This design comes from an exercise in tuning for small area on the open sky130 flow, not from production work. RTL that was checked went through simulation tests only; none was proved equivalent to the original. Only the layout flow was run in run 5; the RTL was not checked for function there. In runs 2 to 5 the design's own scripts or RTL, not TritonCTS, make the clock network. No driver is modelled on the clock port, so clock power and skew are understated where the tree is cut down; a real chip needs a root buffer or a tree. No activity file was given, so power comes from the tool's default toggle rates.

==> flow/design.v <==
module timer_top(
	input CLOCK_50,
	input rst,
	input [1:0] KEY,
	output [6:0] SEG,
	output [3:0] POS
);
reg [1:0] prevKey;
reg run;
reg [7:0] tc;                 
reg [3:0] d0, d1, d2, d3;     
reg hi;                       
reg pc;                       
reg pt;                       
reg [2:0] sc;                 
reg [2:0] slot;               
reg [3:0] segCode;            
wire clr = KEY[0] & ~prevKey[0];
wire tog = KEY[1] & ~prevKey[1];
wire tick = run & tc[7] & tc[6] & tc[3];
wire [7:0] tcT = {&tc[6:0], &tc[5:0], &tc[4:0], &tc[3:0], &tc[2:0], &tc[1:0], tc[0], 1'b1} & {8{run}};
wire tcZ = rst | tick;
wire term = sc[2] & ~sc[1];
wire load = term & (slot[2] | slot[1] | ~slot[0]);
wire [3:0] pos = {~slot[2] & slot[0], ~slot[2] & ~slot[0], slot[2] & ~slot[1], slot[1] & ~slot[0]};
wire [3:0] dig = ({4{pos[0]}} & d0) | ({4{pos[1]}} & d1) | ({4{pos[2]}} & d2) | ({4{pos[3]}} & d3);
wire lc = load & pc;
wire e0 = load & pt & ~pc;
wire e1 = e0 & d0[3] & d0[0];
wire e2 = e1 & d1[3] & d1[0];
wire e3 = e2 & d2[3] & d2[0];
wire e4 = e3 & d3[3] & d3[0];
wire wrap = e0 & hi & d3[2] & d3[1] & d2[1] & d2[0] & d1[3] & d0[1] & d0[0];
wire z = rst | lc | wrap;
function [3:0] bcdNext(input [3:0] d, input en);
	bcdNext = {(en & d[0]) ? (d[1] & d[2]) : d[3],
	           d[2] ^ (en & d[0] & d[1]),
	           d[1] ^ (en & d[0] & ~d[3]),
	           d[0] ^ en};
endfunction
always @(posedge CLOCK_50)
begin
	prevKey <= rst ? 2'b11 : KEY;
	run <= ~rst & (tog ? ~run : (run & ~clr));
	tc <= tcZ ? 8'd0 : tc ^ tcT;
	d0 <= z ? {3'd0, ~rst & lc & pt} : bcdNext(d0, e0);
	d1 <= z ? 4'd0 : bcdNext(d1, e1);
	d2 <= z ? 4'd0 : bcdNext(d2, e2);
	d3 <= z ? 4'd0 : bcdNext(d3, e3);
	hi <= ~z & (hi | e4);
	pc <= ~rst & (clr | (pc & ~load));
	pt <= ~rst & ~clr & (tick | (pt & ~load));
	sc <= rst ? 3'b000 : {sc[1], sc[0], ~(sc[2] | sc[1])};
	slot <= rst ? 3'b111 : term ? {slot[1], slot[0], ~(slot[2] | slot[1])} : slot;
	segCode <= {4{rst}} | ({4{run}} & dig);
end
wire [3:0] c = segCode;
assign SEG[0] = (~c[3] & ~c[2] & ~c[1] & c[0]) | (c[3] & c[2]) | (c[2] & ~c[1] & ~c[0]);
assign SEG[1] = ~((~c[3] & c[1] & c[0]) | ~c[2] | (~c[1] & ~c[0]));
assign SEG[2] = (c[3] & c[2]) | (~c[2] & c[1] & ~c[0]);
assign SEG[3] = (~c[3] & ~c[2] & ~c[1] & c[0]) | (c[2] & ~c[1] & ~c[0]) | (c[2] & c[1] & c[0]);
assign SEG[4] = (c[2] & ~c[1]) | c[0];
assign SEG[5] = (~c[3] & ~c[2] & c[0]) | (~c[2] & c[1]) | (c[1] & c[0]);
assign SEG[6] = (~c[3] & ~c[2] & ~c[1]) | (c[2] & c[1] & c[0]);
assign POS = pos;
endmodule
==> flow/flow/run.sh <==
#!/bin/bash
# Standard ORFS layout, with these changes:
#  - synthesis maps the logic with an area-oriented ABC script (flow/area.abc) and
#    without the adder extraction step; everything else in synthesis (and so every
#    register) is as standard.sh synth makes it
#  - ports are buffered with the smallest buffer
#  - the clock tree is a single clock buffer that drives every register (flow/cts.tcl)
set -euo pipefail
W=$PWD
rm -rf "$W/myscripts"
cp -r "$FLOW_HOME/scripts" "$W/myscripts"
cp "$W/flow/area.abc" "$W/myscripts/abc_area.script"
cp "$W/flow/cts.tcl" "$W/myscripts/cts.tcl"
bash "$W/standard.sh" "SCRIPTS_DIR=$W/myscripts" "ADDER_MAP_FILE=" synth > "$W/synth.log" 2>&1
bash "$W/standard.sh" "SCRIPTS_DIR=$W/myscripts" "BUFFER_PORTS_ARGS=-buffer_cell sky130_fd_sc_hd__buf_1" \
  "CLOCK_BUFFER_CELL=sky130_fd_sc_hd__clkbuf_8" "CLOCK_BUFFER_COUNT=2" finish > "$W/layout.log" 2>&1
==> flow/flow/area.abc <==
strash
dc2
dch -f
amap
strash
dc2
dch -f
amap
==> flow/flow/cts.tcl <==
utl::set_metrics_stage "cts__{}"
source $::env(SCRIPTS_DIR)/load.tcl
source $::env(SCRIPTS_DIR)/lec_check.tcl
erase_non_stage_variables cts
load_design 3_place.odb 3_place.sdc
source_step_tcl PRE CTS

# Clone clock tree inverters next to register loads
# so cts does not try to buffer the inverted clocks.
repair_clock_inverters

proc save_progress { stage } {
  puts "Run 'make gui_$stage.odb' to load progress snapshot"
  orfs_write_db $::env(RESULTS_DIR)/$stage.odb
  orfs_write_sdc $::env(RESULTS_DIR)/$stage.sdc
}

# Run CTS
set cts_args [list \
  -sink_clustering_enable \
  -repair_clock_nets]

append_env_var cts_args CTS_BUF_DISTANCE -distance_between_buffers 1
append_env_var cts_args CTS_CLUSTER_SIZE -sink_clustering_size 1
append_env_var cts_args CTS_CLUSTER_DIAMETER -sink_clustering_max_diameter 1
append_env_var cts_args CTS_BUF_LIST -buf_list 1
append_env_var cts_args CTS_LIB_NAME -library 1


if { [env_var_exists_and_non_empty CTS_ARGS] } {
  set cts_args $::env(CTS_ARGS)
}

set_dont_use $::env(DONT_USE_CELLS)

# The clock tree: CLOCK_BUFFER_COUNT clock buffers, each placed at the centre
# of its share of the registers (split by position), drive every register's
# clock pin (in place of clock_tree_synthesis).
set block [ord::get_db_block]
set dbu [$block getDbUnitsPerMicron]
set clk_src [get_full_name [lindex [get_property [lindex [all_clocks] 0] sources] 0]]
set clk_net_name [[[$block findBTerm $clk_src] getNet] getName]
set sinks {}
foreach inst [$block getInsts] {
  if {[[$inst getMaster] isSequential]} {
    set bb [$inst getBBox]
    lappend sinks [list [expr {([$bb xMin] + [$bb xMax]) / 2.0}] [expr {([$bb yMin] + [$bb yMax]) / 2.0}] [$inst getName]]
  }
}
set nbuf $::env(CLOCK_BUFFER_COUNT)
# start from strips of equal size across x, then refine by k-means
set sinks [lsort -real -index 0 $sinks]
set per [expr {int(ceil(double([llength $sinks]) / $nbuf))}]
set assign {}
set i 0
foreach s $sinks { lappend assign [expr {min($nbuf - 1, $i / $per)}]; incr i }
for {set it 0} {$it < 20} {incr it} {
  set cxs {}
  set cys {}
  for {set g 0} {$g < $nbuf} {incr g} {
    set sx 0.0
    set sy 0.0
    set n 0
    foreach s $sinks a $assign {
      if {$a == $g} {
        set sx [expr {$sx + [lindex $s 0]}]
        set sy [expr {$sy + [lindex $s 1]}]
        incr n
      }
    }
    if {$n == 0} { set n 1 }
    lappend cxs [expr {$sx / $n}]
    lappend cys [expr {$sy / $n}]
  }
  set assign {}
  foreach s $sinks {
    set best 0
    set bd 1e30
    for {set g 0} {$g < $nbuf} {incr g} {
      set d [expr {abs([lindex $s 0] - [lindex $cxs $g]) + abs([lindex $s 1] - [lindex $cys $g])}]
      if {$d < $bd} { set bd $d; set best $g }
    }
    lappend assign $best
  }
}
for {set g 0} {$g < $nbuf} {incr g} {
  set pins {}
  foreach s $sinks a $assign {
    if {$a != $g} continue
    foreach p [get_pins -of_objects [get_cells [lindex $s 2]]] {
      if {[get_property $p is_clock]} { lappend pins $p }
    }
  }
  if {[llength $pins] == 0} continue
  puts "clock buffer $g drives [llength $pins] registers"
  set cx [expr {[lindex $cxs $g] / $dbu}]
  set cy [expr {[lindex $cys $g] / $dbu}]
  log_cmd insert_buffer -buffer_cell $::env(CLOCK_BUFFER_CELL) -net $clk_net_name \\
    -load_pins $pins -location [list $cx $cy] -buffer_name clkbuf_$g -net_name clknet_$g
}
set_propagated_clock [all_clocks]

utl::push_metrics_stage "cts__{}__pre_repair_timing"
log_cmd estimate_parasitics -placement
if { $::env(DETAILED_METRICS) } {
  report_metrics 4 "cts pre-repair-timing"
}
utl::pop_metrics_stage

set_placement_padding -global \
  -left $::env(CELL_PAD_IN_SITES_DETAIL_PLACEMENT) \
  -right $::env(CELL_PAD_IN_SITES_DETAIL_PLACEMENT)

set result [catch { detailed_placement } msg]
if { $result != 0 } {
  save_progress 4_1_error
  error "Detailed placement failed in CTS: $msg"
}

log_cmd estimate_parasitics -placement

if { $::env(CTS_SNAPSHOTS) } {
  save_progress 4_1_pre_repair_hold_setup
}

if { !$::env(SKIP_CTS_REPAIR_TIMING) } {
  if { $::env(EQUIVALENCE_CHECK) } {
    write_eqy_verilog 4_before_rsz.v
  }
  if { $::env(LEC_CHECK) } {
    write_lec_verilog 4_before_rsz_lec.v
  }

  repair_timing_helper

  if { $::env(EQUIVALENCE_CHECK) } {
    run_equivalence_test
  }
  if { $::env(LEC_CHECK) } {
    write_lec_verilog 4_after_rsz_lec.v
    run_lec_test 4_rsz 4_before_rsz_lec.v 4_after_rsz_lec.v
  }

  set result [catch { detailed_placement } msg]
  if { $result != 0 } {
    save_progress 4_1_error
    error "Detailed placement failed in CTS: $msg"
  }

  check_placement -verbose
}

report_metrics 4 "cts final"

source_step_tcl POST CTS

orfs_write_db $::env(RESULTS_DIR)/4_1_cts.odb
orfs_write_sdc $::env(RESULTS_DIR)/4_cts.sdc
==> flow/standard.sh <==
#!/bin/bash
# synth_recipe.tcl (not shown) runs the flow's synth.tcl, then flattens the netlist and writes it again
# the make line also repeats each setting of config.mk as NAME=value (left out here)
make -C /OpenROAD-flow-scripts/flow DESIGN_CONFIG=/design/flow/config.mk WORK_HOME=/design/flow/orfs CLKGATE_MAP_FILE= SYNTH_SCRIPT=/design/flow/synth_recipe.tcl "${@:-finish}"
==> flow/config.mk <==
export PLATFORM = sky130hd
export DESIGN_NAME = timer_top
export DESIGN_NICKNAME = timer_top
export VERILOG_FILES = /design/flow/design.v
export SDC_FILE = /design/flow/constraint.sdc
export NUM_CORES = 4
export LEC_CHECK = 0
export ABC_AREA = 1
export CAP_MARGIN = 20
export CORE_MARGIN = 2
export CORE_UTILIZATION = 40
export SLEW_MARGIN = 20
==> flow/constraint.sdc <==
create_clock -name core_clock -period 36.0 [get_ports {CLOCK_50}]
set_input_delay 7.2000 -clock core_clock [delete_from_list [all_inputs] [get_ports {CLOCK_50}]]
set_output_delay 7.2000 -clock core_clock [all_outputs]
set_load 0.01 [all_outputs]
==> results of run 1 <==
worst max-delay path by stage:
stage / start / end / cells past startpoint
floorplan: segCode[2] / SEG[0] / 4
global placement: rst / d2[1] / 5
detailed placement: rst / d3[1] / 5
metrics by stage:
stage | instances | util (%) | hold slack [ps]
2_1_floorplan | 187 | - | 391
3_3_place_gp | 249 | 45.1 | 403
3_5_place_dp | 249 | 45.1 | 410
cell usage after synthesis (2+ instances only):
cell,number,area share (%)
and3_1,7,2.8
o311a_1,2,1.3
nand2_1,10,2.4
nand3_1,3,0.97
a21oi_1,17,5.5
a211oi_1,2,0.97
or2_0,3,1.2
a222oi_1,2,1.3
and2_0,3,1.2
a31oi_1,2,0.81
dfxtp_1,40,52
nor2b_1,2,0.81
nor3_1,17,5.5
clkinv_1,20,4.8
nor2_1,33,8.0
o21ai_0,10,3.2
power by group through the flow:
stage / Sequential, W / Clock (W) / Combinational (W)
after floorplan: 0.0000471 / 0 / 0.00000368
after global placement: 0.0000472 / 0 / 0.00000515
after detailed placement: 0.0000473 / 0 / 0.00000542
cells by family after synthesis:
| logic type | count (synthesis) | synth area share, % |
|---|---|---|
| AO/OA/AOI/OAI | 46 | 19.2 |
| buffers and inverters | 20 | 4.84 |
| AND/OR/NAND/NOR | 81 | 24.3 |
| flip-flops | 40 | 51.7 |
==> out/metrics.csv, run 1 <==
metric,value,unit
synthesis warning total,1,
post-synthesis cell area,1550,sq um
dpl hpwl,2480,um
Seq cells post-synth,40,
Ports,15,
gpl congestion,0.843,
post-synthesis sequential area ratio,51.7,%
Initial Util,42.0,%
Async SR Flop Fraction,0,%
Port-buffer cells,14,
Placement Setup Slack,27360,ps
status,stopped before the end,
die width,66.3,um
syn_area_per_cell,8.29,sq um
"EDFF count, synth",0,
Last stage,4_1_cts,
placed standard-cell area,1660,sq um
syn_nets,191,
Yosys cell types,30,
first error,"Error: cts.tcl, 100 invalid command name ""-load_pins""",
Main synth FF type,dfxtp_1,
chip height,66.3,um
Synth Instances,187,
FP Rows,22,
==> run 2: changes to the inputs <==
--- a/flow/flow/cts.tcl
+++ b/flow/flow/cts.tcl
@@ -96,5 +96,5 @@
   set cx [expr {[lindex $cxs $g] / $dbu}]
   set cy [expr {[lindex $cys $g] / $dbu}]
-  log_cmd insert_buffer -buffer_cell $::env(CLOCK_BUFFER_CELL) -net $clk_net_name \\
+  log_cmd insert_buffer -buffer_cell $::env(CLOCK_BUFFER_CELL) -net $clk_net_name \
     -load_pins $pins -location [list $cx $cy] -buffer_name clkbuf_$g -net_name clknet_$g
 }
==> run 2 against run 1 <==
Now clean on timing, DRC and antenna. Area after synthesis did not move. Synthesized cell count did not move.
==> out/metrics.csv, run 2 <==
metric,value,unit
largest reg by FF count,tc,
max incr delay on CP,390,ps
final hold slack,430,ps
cell area power density,40.0,nW/um^2
FP Rows,22,
Critical Path Source Type,flop,
post-synth top area cell,dfxtp_1,
DRT antenna net count,0,
"leading cell type in the layout, fill and taps excluded",dfxtp_1,
RSZ-0062 raised after global routing,no,
fmax,115,MHz
placed cell count,249,
first-pass GRT wire length,5660,um
# DRC,0,
ant diodes,0,
hold buffer count at cts,0,
Initial DRC Count,86,
crit-path max FO,6,
routed vias,1346,
post-synthesis sequential area ratio,51.7,%
Seq cells post-synth,40,
initial antenna violation count,0,
Hold Crit Class,reg2reg,
Main synth FF type,dfxtp_1,
measured slew at the worst slew-check pin,526,ps
Critical Path AT,1470,ps
All-Layer GR Usage,15.8,%
Final Setup Violations,0,
Initial Util,42.0,%
Fin. Hold Viols,0,
Core Region,3690,sq um
part of the cycle the worst path needs,24.1,%
Overflow after GRT,0,
Period minus WS final,8670,ps
gpl congestion,0.843,
Worst setup EP type,output pin,
syn_nets,191,
nets@finish,209,
largest net degree at the start of global routing,21,
setup TNS,0,ps
Max Slew Vio Count,0,
VDD IR max,0.0219,mV
share of cells above drive strength 1,0.985,%
"EDFF count, synth",0,
fill cell count,384,
die width,66.3,um
metal2 WL,1600,um
placed standard-cell area,1660,sq um
Pleak,0.581,nW
Ports,15,
chip height,66.3,um
vias in the first global route,1338,
top post-synthesis cells by area,"dfxtp_1 52%, nor2_1 8.0%, a21oi_1 5.5%",
max_slew headroom,64.9,%
Synth Instances,187,
synth-to-layout area growth,9.04,%
Top Layer Used,met4,
final instance area,1690,sq um
Post-CTS Resized,0,
area fraction of the dominant cell type after synthesis,51.7,%
die footprint,4390,sq um
most frequent CP cell,o21ai_0,
Yosys cell types,30,
post-CTS setup buffers,0,
max reg flops,8,
top-count cell post-synth,dfxtp_1,
Wirelength per Cell,12.7,um
Pre-Repair DR Iteration Count,4,
met3 WL,102,um
Crit path max-delay family,compound AO/OA/AOI/OAI gates,
post-synthesis cell area,1550,sq um
dpl hpwl,2480,um
most frequent cells after synthesis,"40 x dfxtp_1, 33 x nor2_1, 20 x clkinv_1, 17 x a21oi_1, 17 x nor3_1",
post-route insts no fill,251,
Slowest cell on crit path,dfxtp_1,
crit path kind,reg2out,
syn_area_per_cell,8.29,sq um
CP required,28800,ps
crit-path cells,clkinv_1 -> o21ai_0 -> o21ai_0 -> o21ai_0 -> buf_1,
max_cap viols,0,
WL final,3200,um
WP buf/inv,2,
Async SR Flop Fraction,0,%
wl on met1,1470,um
DR vias/cell,5.36,
Port-buffer cells,14,
worst skew pair latency,170,ps
synthesis warning total,1,
"Reg clk slew, reported paths",120,ps
skew final,6.56,ps
status,finished clean,
most frequent cells in the layout,"40 x dfxtp_1, 33 x nor2_1, 20 x clkinv_1",
## run 2: cell counts after synthesis
No cell type changed its count.
## run 2: worst paths after layout
kind         slack (ps)  cells after the start  endpoint        from
max               27330                      5    SEG[0]  segCode[2]
min                 430                      1     sc[0]       sc[2]
max reg2reg       33350                     13     d3[3]     slot[1]
min reg2reg         430                      1     sc[0]       sc[2]
## run 2: area by class of cell, without the clock buffers
| cell class | count | area [sq um] | area share [%] |
|---|---|---|---|
| inverter | 20 | 75.1 | 4.44 |
| multi-input combinational | 127 | 674 | 39.9 |
| sequential | 40 | 801 | 47.4 |
| tap | 48 | 60.1 | 3.55 |
| timing repair buffer | 14 | 52.6 | 3.11 |
## run 2: logic make-up (layout without fill, tap and decap cells)
logic type / after synthesis / after routing / synth area share [%]
AOI/OAI and AO/OA: 46 / 46 / 19.2
buffers and inverters: 20 / 36 / 4.84
DFF: 40 / 40 / 51.7
and+or+nand+nor: 81 / 81 / 24.3
## run 2: metal layers
| layer | global-route usage (%) | vias to the layer above |
|---|---|---|
| li1 | - | 699 |
| met1 | 18.9 | 622 |
| met2 | 30.8 | 23 |
| met3 | 1.19 | 2 |
| met4 | 2.30 | 0 |
| met5 | 0 | - |
## run 2: per-stage QoR
stage	power (W)	worst slack, ps	utilization, %
4_1_cts	0.0000685	27370	45.8
3_5_place_dp	0.0000527	27360	45.1
6_report	0.0000676	27330	45.8
5_1_grt	0.0000712	27200	45.8
3_3_place_gp	0.0000524	27460	45.1
2_1_floorplan	0.0000508	27670	-
## run 2: worst reg2reg max path, delay by kind of cell (launching register included)
family	cells	cell delay, ps
DFF	1	380
and+or+nand+nor	8	1510
AOI/OAI and AO/OA	2	320
buffers and inverters	3	380
## run 2: where the power goes
part | leakage [nW] | internal [W] | switching, W
combinational | 0.241 | 0.00000185 | 0.00000356
clock | 0.0144 | 0.00000521 | 0.0000107
sequential | 0.325 | 0.0000454 | 0.000000914
==> run 3: changes to the inputs <==
--- a/flow/flow/cts.tcl
+++ b/flow/flow/cts.tcl
@@ -49,51 +49,21 @@
 }
 set nbuf $::env(CLOCK_BUFFER_COUNT)
-# start from strips of equal size across x, then refine by k-means
 set sinks [lsort -real -index 0 $sinks]
 set per [expr {int(ceil(double([llength $sinks]) / $nbuf))}]
-set assign {}
-set i 0
-foreach s $sinks { lappend assign [expr {min($nbuf - 1, $i / $per)}]; incr i }
-for {set it 0} {$it < 20} {incr it} {
-  set cxs {}
-  set cys {}
-  for {set g 0} {$g < $nbuf} {incr g} {
-    set sx 0.0
-    set sy 0.0
-    set n 0
-    foreach s $sinks a $assign {
-      if {$a == $g} {
-        set sx [expr {$sx + [lindex $s 0]}]
-        set sy [expr {$sy + [lindex $s 1]}]
-        incr n
-      }
-    }
-    if {$n == 0} { set n 1 }
-    lappend cxs [expr {$sx / $n}]
-    lappend cys [expr {$sy / $n}]
-  }
-  set assign {}
-  foreach s $sinks {
-    set best 0
-    set bd 1e30
-    for {set g 0} {$g < $nbuf} {incr g} {
-      set d [expr {abs([lindex $s 0] - [lindex $cxs $g]) + abs([lindex $s 1] - [lindex $cys $g])}]
-      if {$d < $bd} { set bd $d; set best $g }
-    }
-    lappend assign $best
-  }
-}
 for {set g 0} {$g < $nbuf} {incr g} {
+  set group [lrange $sinks [expr {$g * $per}] [expr {($g + 1) * $per - 1}]]
+  if {[llength $group] == 0} continue
+  set sx 0.0
+  set sy 0.0
   set pins {}
-  foreach s $sinks a $assign {
-    if {$a != $g} continue
+  foreach s $group {
+    set sx [expr {$sx + [lindex $s 0]}]
+    set sy [expr {$sy + [lindex $s 1]}]
     foreach p [get_pins -of_objects [get_cells [lindex $s 2]]] {
       if {[get_property $p is_clock]} { lappend pins $p }
     }
   }
-  if {[llength $pins] == 0} continue
-  puts "clock buffer $g drives [llength $pins] registers"
-  set cx [expr {[lindex $cxs $g] / $dbu}]
-  set cy [expr {[lindex $cys $g] / $dbu}]
+  set cx [expr {$sx / [llength $group] / $dbu}]
+  set cy [expr {$sy / [llength $group] / $dbu}]
   log_cmd insert_buffer -buffer_cell $::env(CLOCK_BUFFER_CELL) -net $clk_net_name \
     -load_pins $pins -location [list $cx $cy] -buffer_name clkbuf_$g -net_name clknet_$g
--- a/flow/config.mk
+++ b/flow/config.mk
@@ -8,5 +8,5 @@
 export ABC_AREA = 1
 export CAP_MARGIN = 20
-export CORE_MARGIN = 2
-export CORE_UTILIZATION = 40
+export CORE_AREA = 2.3 2.72 59.34 59.84
+export DIE_AREA = 0 0 61.64 62.56
 export SLEW_MARGIN = 20
==> run 3 against run 2 <==
Clock power about the same. Sequential power is essentially flat. First-iteration DRC count up 52%. Area after synthesis stayed put. Sequential share of layout area up 0.070 points. Flip-flop and latch count unchanged. Wire length shrank 4.0%. Power decreased by 0.21%. Synthesized cell count unchanged. Combinational power is 0.7% lower. Register-to-register slack improved by 30 ps.
==> out/metrics.csv, run 3 <==
metric,value,unit
status,finished clean,
most frequent cells after synthesis,"40 x dfxtp_1, 33 x nor2_1, 20 x clkinv_1, 17 x a21oi_1, 17 x nor3_1",
Wirelength per Cell,12.3,um
sequential share of power,68.6,%
vias in the first global route,1236,
most frequent cells in the layout,"40 x dfxtp_1, 33 x nor2_1, 20 x clkinv_1",
Yosys cell types,30,
crit path kind,reg2out,
crit-path cells,clkinv_1 -> o21ai_0 -> o21ai_0 -> o21ai_0 -> buf_1,
Port-buffer cells,14,
Worst setup EP type,output pin,
largest reg by FF count,tc,
post-CTS setup buffers,0,
worst skew pair latency,170,ps
area fraction of the dominant cell type after synthesis,51.7,%
synth-to-layout area growth,8.88,%
Seq cells post-synth,40,
Sequential Area,801,sq um
Ports,15,
DRT antenna net count,0,
initial antenna violation count,0,
Overflow after GRT,0,
"leading cell type in the layout, fill and taps excluded",dfxtp_1,
Fin. Hold Viols,0,
r2r worst-path depth,13,
hold depth,1,
part of the cycle the worst path needs,23.8,%
ant diodes,0,
switching fraction of total power,22.3,%
Slowest cell on crit path,dfxtp_1,
first-pass GRT wire length,5510,um
reg2reg end,d3[3],
post-synth top area cell,dfxtp_1,
most frequent CP cell,o21ai_0,
syn_nets,191,
WHS Endpoint,sc[0],
RSZ-0062 raised after global routing,no,
final hold slack,422,ps
Post-CTS Resized,0,
gpl congestion,0.823,
Pleak,0.581,nW
crit-path max FO,6,
skew final,7.17,ps
cell area power density,40.0,nW/um^2
nets@finish,209,
synthesis warning total,1,
post-synthesis cell area,1550,sq um
chip height,62.6,um
WL final,3070,um
Initial DRC Count,131,
largest net degree at the start of global routing,21,
share of cells above drive strength 1,0.985,%
# DRC,0,
syn_area_per_cell,8.29,sq um
multi-input logic area,674,sq um
max_slew headroom,62.8,%
combinational cell fraction of total power,8.0,%
setup TNS,0,ps
max_cap viols,0,
hold buffer count at cts,0,
measured slew at the worst slew-check pin,557,ps
post-synthesis sequential area ratio,51.7,%
"EDFF count, synth",0,
Async SR Flop Fraction,0,%
max incr delay on CP,400,ps
Critical Path AT,1350,ps
Placement Setup Slack,27340,ps
Core Region,3260,sq um
routed vias,1354,
die width,61.6,um
max reg flops,8,
FP Rows,21,
Main synth FF type,dfxtp_1,
R2R Setup Slk,33380,ps
top-count cell post-synth,dfxtp_1,
Net Sw Power,0.0000150,W
hold_sp,sc[2],
Period minus WS final,8550,ps
VDD IR max,0.0297,mV
"Reg clk slew, reported paths",110,ps
Final Setup Violations,0,
Pre-Repair DR Iteration Count,4,
Critical Path Source Type,flop,
die footprint,3860,sq um
top post-synthesis cells by area,"dfxtp_1 52%, nor2_1 8.0%, a21oi_1 5.5%",
Initial Util,47.6,%
P_int,0.0000525,W
Hold Crit Class,reg2reg,
CP required,28800,ps
fill cell count,359,
clock power share,23.5,%
All-Layer GR Usage,17.3,%
DR vias/cell,5.44,
dpl hpwl,2390,um
fmax,117,MHz
Max Slew Vio Count,0,
Synth Instances,187,
worst r2r src,slot[1],
post-route setup slack,27450,ps
-- run 3: metrics by stage --
step	utilization, %	std cells	area, sq um	total power [W]
after floorplan	-	187	1550	0.0000508
after global placement	51.0	247	1660	0.0000525
after detailed placement	51.0	247	1660	0.0000527
after CTS	51.8	249	1690	0.0000683
after global routing	51.8	249	1690	0.0000712
final	51.8	249	1690	0.0000675
-- run 3: layout make-up, without the clock buffers --
type,instances,area share [%]
tap,46,3.41
sequential,40,47.4
timing repair buffer,14,3.11
inverter,20,4.45
multi-input combinational,127,40.0
-- run 3: worst max-delay path by stage --
stage | end | depth (start not counted) | slack (ps) | startpoint
6_report | SEG[0] | 5 | 27450 | segCode[2]
5_1_grt | SEG[0] | 5 | 27230 | segCode[2]
4_1_cts | SEG[0] | 5 | 27430 | segCode[2]
3_5_place_dp | d3[1] | 5 | 27340 | rst
3_3_place_gp | d3[1] | 5 | 27470 | rst
2_1_floorplan | SEG[0] | 4 | 27670 | segCode[2]
-- run 3: cell families (layout without fill, tap and decap cells) --
group,Yosys count,in the layout,synth area share (%)
AOI/OAI and AO/OA,46,46,19.2
buffers and inverters,20,36,4.84
DFF,40,40,51.7
and+or+nand+nor,81,81,24.3
-- run 3: per-layer routing --
metal,wire length [um],vias to the layer above,track usage [%]
met1,1440,619,26.6
li1,-,698,-
met3,166,3,1.24
met5,0,-,0
met4,17,0,1.33
met2,1450,34,27.5
-- run 3: worst max-delay path, delay by kind of cell, from the launching register on --
| family | cells | cell delay [ps] |
|---|---|---|
| compound gates | 3 | 460 |
| buf+inv | 2 | 330 |
| flops | 1 | 400 |
-- run 3: power by group through the flow --
stage	combinational, W	sequential [W]	clock (W)
3_3_place_gp	0.00000522	0.0000473	0
5_1_grt	0.00000623	0.0000466	0.0000184
2_1_floorplan	0.00000368	0.0000471	0
4_1_cts	0.00000542	0.0000463	0.0000165
3_5_place_dp	0.00000541	0.0000473	0
6_report	0.00000537	0.0000463	0.0000158
==> run 4: changes to the inputs <==
--- a/flow/config.mk
+++ b/flow/config.mk
@@ -8,5 +8,5 @@
 export ABC_AREA = 1
 export CAP_MARGIN = 20
-export CORE_AREA = 2.3 2.72 59.34 59.84
-export DIE_AREA = 0 0 61.64 62.56
+export CORE_MARGIN = 2
+export CORE_UTILIZATION = 40
 export SLEW_MARGIN = 20
==> run 4 against run 3 <==
Die area up 14%. Still clean on timing, DRC and antenna. Critical path depth unchanged. Critical endpoint unchanged. Largest cell class unchanged. Clock power about the same. Hold slack better by 8.7 ps.
==> out/metrics.csv, run 4 <==
metric,value,unit
Post-CTS Resized,0,
hold buffer count at cts,0,
Period minus WS final,8670,ps
top-count cell post-synth,dfxtp_1,
Max Slew Vio Count,0,
largest reg by FF count,tc,
"leading cell type in the layout, fill and taps excluded",dfxtp_1,
max_cap viols,0,
crit-path max FO,6,
measured slew at the worst slew-check pin,526,ps
Worst Setup SP,segCode[2],
crit path kind,reg2out,
placed standard-cell area,1660,sq um
Wirelength per Cell,12.7,um
R2R Setup Slk,33350,ps
ant diodes,0,
Initial Util,42.0,%
Pre-Repair DR Iteration Count,4,
post-synth top area cell,dfxtp_1,
hold depth,1,
syn_area_per_cell,8.29,sq um
Initial DRC Count,86,
part of the cycle the worst path needs,24.1,%
WHS Endpoint,sc[0],
Worst setup EP type,output pin,
"EDFF count, synth",0,
die width,66.3,um
post-synthesis cell area,1550,sq um
Core Region,3690,sq um
chip height,66.3,um
nets@finish,209,
Fin. Hold Viols,0,
top post-synthesis cells by area,"dfxtp_1 52%, nor2_1 8.0%, a21oi_1 5.5%",
post-synthesis sequential area ratio,51.7,%
worst skew pair latency,170,ps
Main synth FF type,dfxtp_1,
Hold Crit Class,reg2reg,
DR vias/cell,5.36,
area fraction of the dominant cell type after synthesis,51.7,%
reg2reg end,d3[3],
Sequential Area,801,sq um
FP Rows,22,
syn_nets,191,
Yosys cell types,30,
Port-buffer cells,14,
Critical Path AT,1470,ps
most frequent cells in the layout,"40 x dfxtp_1, 33 x nor2_1, 20 x clkinv_1",
gpl congestion,0.843,
Seq cells post-synth,40,
RSZ-0062 raised after global routing,no,
routed vias,1346,
multi-input logic area,674,sq um
vias in the first global route,1338,
final instance area,1690,sq um
die footprint,4390,sq um
WL final,3200,um
post-CTS setup buffers,0,
max reg flops,8,
setup TNS,0,ps
most frequent cells after synthesis,"40 x dfxtp_1, 33 x nor2_1, 20 x clkinv_1, 17 x a21oi_1, 17 x nor3_1",
max_slew headroom,64.9,%
largest net degree at the start of global routing,21,
Ports,15,
"Reg clk slew, reported paths",120,ps
Final Setup Violations,0,
# DRC,0,
Synth Instances,187,
fmax,115,MHz
All-Layer GR Usage,15.8,%
cell area power density,40.0,nW/um^2
fill cell count,384,
first-pass GRT wire length,5660,um
hold_sp,sc[2],
Pleak,0.581,nW
VDD IR max,0.0219,mV
initial antenna violation count,0,
CP required,28800,ps
r2r worst-path depth,13,
worst r2r src,slot[1],
status,finished clean,
synth-to-layout area growth,9.04,%
Critical Path Source Type,flop,
Overflow after GRT,0,
dpl hpwl,2480,um
skew final,6.56,ps
share of cells above drive strength 1,0.985,%
Async SR Flop Fraction,0,%
DRT antenna net count,0,
synthesis warning total,1,
## run 4: cell counts after synthesis
Identical to the previous run, type by type.
## run 4: layer usage
metal / GRT usage [%] / wire length [um] / vias up
met1: 18.9 / 1470 / 622
met2: 30.8 / 1600 / 23
met5: 0 / 0 / -
met3: 1.19 / 102 / 2
li1: - / - / 699
met4: 2.30 / 16 / 0
## run 4: power breakdown
| group | total, W | leakage (nW) | internal, W | switching (W) |
|---|---|---|---|---|
| sequential | 0.0000463 | 0.325 | 0.0000454 | 0.000000914 |
| clock | 0.0000159 | 0.0144 | 0.00000521 | 0.0000107 |
| combinational | 0.00000541 | 0.241 | 0.00000185 | 0.00000356 |
## run 4: metrics by stage
step	power, W	setup slack (ps)	util, %	hold slack (ps)	cells
floorplan	0.0000508	27670	-	391	187
global placement	0.0000524	27460	45.1	403	249
detailed placement	0.0000527	27360	45.1	410	249
CTS	0.0000685	27370	45.8	431	251
global route	0.0000712	27200	45.8	449	251
finish	0.0000676	27330	45.8	430	251
## run 4: critical path, stage by stage (launching register included)
cell and delay (ps):
dfxtp_1 390, clkinv_1 160, o21ai_0 270, o21ai_0 170
o21ai_0 120, buf_1 180
## run 4: area by class of cell, without the clock buffers
type / count / area share, %
repair buffers: 14 / 3.11
inverters: 20 / 4.44
multi-input cells: 127 / 39.9
flip-flops and latches: 40 / 47.4
well taps: 48 / 3.55
## run 4: kinds of logic after synthesis
| family | Yosys count | share of synthesized area [%] |
|---|---|---|
| AND/OR/NAND/NOR | 81 | 24.3 |
| buffers and inverters | 20 | 4.84 |
| flip-flops | 40 | 51.7 |
| AO/OA/AOI/OAI | 46 | 19.2 |
## run 4: how the worst max path moves through the flow
stage	endpoint	slack, ps
after floorplan	SEG[0]	27670
after global placement	d2[1]	27460
after detailed placement	d3[1]	27360
after CTS	SEG[0]	27370
after global routing	SEG[3]	27200
final	SEG[0]	27330
==> run 5: changes to the inputs <==
--- a/flow/design.v
+++ b/flow/design.v
@@ -6,14 +6,31 @@
 	output [3:0] POS
 );
-reg [1:0] prevKey;
-reg run;
-reg [7:0] tc;                 
-reg [3:0] d0, d1, d2, d3;     
-reg hi;                       
-reg pc;                       
-reg pt;                       
-reg [2:0] sc;                 
-reg [2:0] slot;               
-reg [3:0] segCode;            
+localparam [1:0] PK_INV = 2'd3;
+localparam       RUN_INV = 1'd1;
+localparam [7:0] TC_INV = 8'd10;
+localparam [3:0] D0_INV = 4'd0, D1_INV = 4'd0, D2_INV = 4'd0, D3_INV = 4'd0;
+localparam       HI_INV = 1'd0, PC_INV = 1'd0, PT_INV = 1'd0;
+localparam [2:0] SC_INV = 3'd0, SLOT_INV = 3'd0;
+localparam [3:0] SEG_INV = 4'd1;
+reg [1:0] prevKeyQ;
+reg runQ;
+reg [7:0] tcQ;
+reg [3:0] d0Q, d1Q, d2Q, d3Q;
+reg hiQ, pcQ, ptQ;
+reg [2:0] scQ, slotQ;
+reg [3:0] segCodeQ;
+wire [1:0] prevKey = prevKeyQ ^ PK_INV;
+wire run = runQ ^ RUN_INV;
+wire [7:0] tc = tcQ ^ TC_INV;         
+wire [3:0] d0 = d0Q ^ D0_INV;         
+wire [3:0] d1 = d1Q ^ D1_INV;
+wire [3:0] d2 = d2Q ^ D2_INV;
+wire [3:0] d3 = d3Q ^ D3_INV;
+wire hi = hiQ ^ HI_INV;               
+wire pc = pcQ ^ PC_INV;               
+wire pt = ptQ ^ PT_INV;               
+wire [2:0] sc = scQ ^ SC_INV;         
+wire [2:0] slot = slotQ ^ SLOT_INV;   
+wire [3:0] segCode = segCodeQ ^ SEG_INV;  
 wire clr = KEY[0] & ~prevKey[0];
 wire tog = KEY[1] & ~prevKey[1];
@@ -41,17 +58,17 @@
 always @(posedge CLOCK_50)
 begin
-	prevKey <= rst ? 2'b11 : KEY;
-	run <= ~rst & (tog ? ~run : (run & ~clr));
-	tc <= tcZ ? 8'd0 : tc ^ tcT;
-	d0 <= z ? {3'd0, ~rst & lc & pt} : bcdNext(d0, e0);
-	d1 <= z ? 4'd0 : bcdNext(d1, e1);
-	d2 <= z ? 4'd0 : bcdNext(d2, e2);
-	d3 <= z ? 4'd0 : bcdNext(d3, e3);
-	hi <= ~z & (hi | e4);
-	pc <= ~rst & (clr | (pc & ~load));
-	pt <= ~rst & ~clr & (tick | (pt & ~load));
-	sc <= rst ? 3'b000 : {sc[1], sc[0], ~(sc[2] | sc[1])};
-	slot <= rst ? 3'b111 : term ? {slot[1], slot[0], ~(slot[2] | slot[1])} : slot;
-	segCode <= {4{rst}} | ({4{run}} & dig);
+	prevKeyQ <= (rst ? 2'b11 : KEY) ^ PK_INV;
+	runQ <= (~rst & (tog ? ~run : (run & ~clr))) ^ RUN_INV;
+	tcQ <= (tcZ ? 8'd0 : tc ^ tcT) ^ TC_INV;
+	d0Q <= (z ? {3'd0, ~rst & lc & pt} : bcdNext(d0, e0)) ^ D0_INV;
+	d1Q <= (z ? 4'd0 : bcdNext(d1, e1)) ^ D1_INV;
+	d2Q <= (z ? 4'd0 : bcdNext(d2, e2)) ^ D2_INV;
+	d3Q <= (z ? 4'd0 : bcdNext(d3, e3)) ^ D3_INV;
+	hiQ <= (~z & (hi | e4)) ^ HI_INV;
+	pcQ <= (~rst & (clr | (pc & ~load))) ^ PC_INV;
+	ptQ <= (~rst & ~clr & (tick | (pt & ~load))) ^ PT_INV;
+	scQ <= (rst ? 3'b000 : {sc[1], sc[0], ~(sc[2] | sc[1])}) ^ SC_INV;
+	slotQ <= (rst ? 3'b111 : term ? {slot[1], slot[0], ~(slot[2] | slot[1])} : slot) ^ SLOT_INV;
+	segCodeQ <= ({4{rst}} | ({4{run}} & dig)) ^ SEG_INV;
 end
 wire [3:0] c = segCode;
==> run 5 against run 4 <==
Critical path depth is the same. Final cell count grew 4.0%. Via count shrank 0.89%. Highest routed layer unchanged. Still clean. Core utilization grew 0.47 points. Die area grew 1.4%. Sequential share of layout area shrank 0.83 points. Synthesized cell count grew 4.8%. Register-to-register slack lost 680 ps. Clock skew shrank 1.4 ps. Design area grew 1.8%. Power shrank 2.9%. Critical endpoint unchanged. Critical path type unchanged.
==> out/metrics.csv, run 5 <==
metric,value,unit
status,finished clean,
FP Rows,22,
part of the cycle the worst path needs,23.7,%
Main synth FF type,dfxtp_1,
Seq cells post-synth,40,
R2R Setup Slk,32670,ps
measured slew at the worst slew-check pin,617,ps
Port-buffer cells,14,
most frequent cells after synthesis,"40 x dfxtp_1, 31 x nor2_1, 29 x clkinv_1, 17 x o21ai_0",
All-Layer GR Usage,13.7,%
CP required,28800,ps
Post-CTS Resized,0,
fmax,117,MHz
post-synthesis sequential area ratio,50.9,%
skew final,5.12,ps
Initial Util,42.3,%
Pleak,0.554,nW
RSZ-0062 raised after global routing,no,
share of cells above drive strength 1,1.41,%
initial antenna violation count,0,
placed standard-cell area,1690,sq um
final instance area,1720,sq um
syn_area_per_cell,8.02,sq um
gpl congestion,0.781,
vias in the first global route,1116,
r2r worst-path depth,13,
most frequent cells in the layout,"40 x dfxtp_1, 31 x nor2_1, 29 x clkinv_1",
Yosys cell types,27,
max reg flops,8,
post-synthesis cell area,1570,sq um
"EDFF count, synth",0,
post-CTS setup buffers,0,
crit path kind,reg2out,
Final Setup Violations,0,
max_cap viols,0,
cell area power density,38.2,nW/um^2
routed vias,1334,
Worst Setup SP,segCodeQ[2],
WL final,2890,um
Max Slew Vio Count,0,
max_slew headroom,58.6,%
synthesis warning total,1,
area fraction of the dominant cell type after synthesis,50.9,%
Pre-Repair DR Iteration Count,4,
Async SR Flop Fraction,0,%
ant diodes,0,
Initial DRC Count,79,
crit-path max FO,6,
first-pass GRT wire length,4990,um
Fin. Hold Viols,0,
fill cell count,409,
multi-input logic area,663,sq um
Synth Instances,196,
"Core Util, Final",46.3,%
largest net degree at the start of global routing,21,
worst r2r src,slotQ[1],
Period minus WS final,8550,ps
syn_nets,200,
"leading cell type in the layout, fill and taps excluded",dfxtp_1,
top post-synthesis cells by area,"dfxtp_1 51%, nor2_1 7.4%, clkinv_1 6.9%",
largest reg by FF count,tcQ,
post-synth top area cell,dfxtp_1,
VDD IR max,0.0280,mV
Ports,15,
Hold Crit Class,reg2reg,
chip height,66.7,um
Sequential Area,801,sq um
"Reg clk slew, reported paths",110,ps
synth-to-layout area growth,9.39,%
hold depth,1,
top-count cell post-synth,dfxtp_1,
worst skew pair latency,170,ps
die footprint,4450,sq um
dpl hpwl,2270,um
nets@finish,219,
hold buffer count at cts,0,
reg2reg end,d3Q[2],
Worst setup EP type,output pin,
Core Region,3720,sq um
Overflow after GRT,0,
# DRC,0,
die width,66.7,um
setup TNS,0,ps
Wirelength per Cell,11.1,um
DRT antenna net count,0,
Critical Path Source Type,flop,
DR vias/cell,5.11,
CP endpoint,SEG[0],
Critical Path AT,1350,ps
## run 5: cell count changes after synthesis, sizes merged, moves of 3 or more
cell	before	now
a21oi	17	11
a221oi	1	4
and3	7	3
clkinv	20	29
nand2	10	16
o21ai	10	17
o22ai	1	4
or2	3	0
## run 5: stage by stage
| stage | cells | power (W) | setup WS [ps] | hold WS, ps |
|---|---|---|---|---|
| after floorplan | 196 | 0.0000493 | 27430 | 391 |
| after global placement | 259 | 0.0000509 | 27350 | 412 |
| after detailed placement | 259 | 0.0000509 | 27270 | 408 |
| after CTS | 261 | 0.0000663 | 27450 | 427 |
| after global routing | 261 | 0.0000691 | 27270 | 442 |
| final | 261 | 0.0000657 | 27450 | 428 |
## run 5: worst min-delay path by stage
| stage | startpoint | endpoint | slack [ps] |
|---|---|---|---|
| 6_report | scQ[2] | scQ[0] | 430 |
| 5_1_grt | scQ[2] | scQ[0] | 440 |
| 4_1_cts | scQ[2] | scQ[0] | 430 |
| 3_5_place_dp | scQ[2] | scQ[0] | 410 |
| 3_3_place_gp | scQ[2] | scQ[0] | 410 |
| 2_1_floorplan | scQ[2] | scQ[0] | 390 |
## run 5: logic make-up (layout without fill, tap and decap cells)
family | after synthesis | in the layout | synth area share [%]
AOI/OAI and AO/OA | 54 | 54 | 21.9
DFF | 40 | 40 | 50.9
buffers and inverters | 29 | 46 | 6.92
and+or+nand+nor | 73 | 73 | 20.3
## run 5: cell type report, without the clock buffers
class                           count  share of cell area (%)
Tap cell                           48                    3.49
Sequential cell                    40                    46.5
Multi-Input combinational cell    127                    38.5
Inverter                           29                    6.33
Timing Repair Buffer               15                    3.49
## run 5: power breakdown
part	internal, W	leakage [nW]	total, W	switching, W
clock network	0.00000521	0.0144	0.0000158	0.0000106
logic	0.00000134	0.214	0.00000414	0.00000279
registers	0.0000451	0.326	0.0000457	0.000000601
total	0.0000517	0.554	0.0000657	0.0000140
## run 5: critical path, cell delays in order (launching register included)
cell,delay [ps]
dfxtp_1,410
clkinv_1,170
o21ai_0,220
o21ai_0,130
o21ai_0,90
buf_1,170
## run 5: routing by layer
layer	routed length, um	global-route usage [%]	vias to the layer above	part of all wire, %
met4	21	1.02	0	0.73
met2	1210	22.1	15	42
met3	94	1.01	3	3.3
met5	0	0	-	0
met1	1560	20.9	598	54
li1	-	-	718	-

## port drivers added, routing unchanged
The flow's constraints put no driver on any port. The routed layouts listed below were extracted and timed again, unchanged, in two steps. Step 1 assumes that a clkbuf_16 drives the clock port and a buf_2 every other input. Step 2 times the ports against the registers' clock, not the clock port: input delays grow and output delays shrink by t, the midpoint of the rising clock arrivals with the driver on. Slacks: no drivers / after step 1 / after step 2; pairs: no drivers / after step 1.
| run | shift t [ns] | setup WS [ns] | worst setup path after step 2 | worst register clock-pin slew, ns |
|---|---|---|---|---|
| run 2 | 0.201 | 27.325 / 27.290 / 27.411 | input to register | 0.12 / 0.12 |
| run 3 | 0.199 | 27.447 / 27.413 / 27.345 | input to register | 0.12 / 0.12 |
| run 4 | 0.201 | 27.325 / 27.290 / 27.411 | input to register | 0.12 / 0.12 |
| run 5 | 0.199 | 27.453 / 27.419 / 27.275 | input to register | 0.11 / 0.11 |
After both steps setup and hold are still met in every run listed. The setup slack of run 5, which loses most, moves by -0.034 ns with the drivers and by -0.178 ns with both steps.
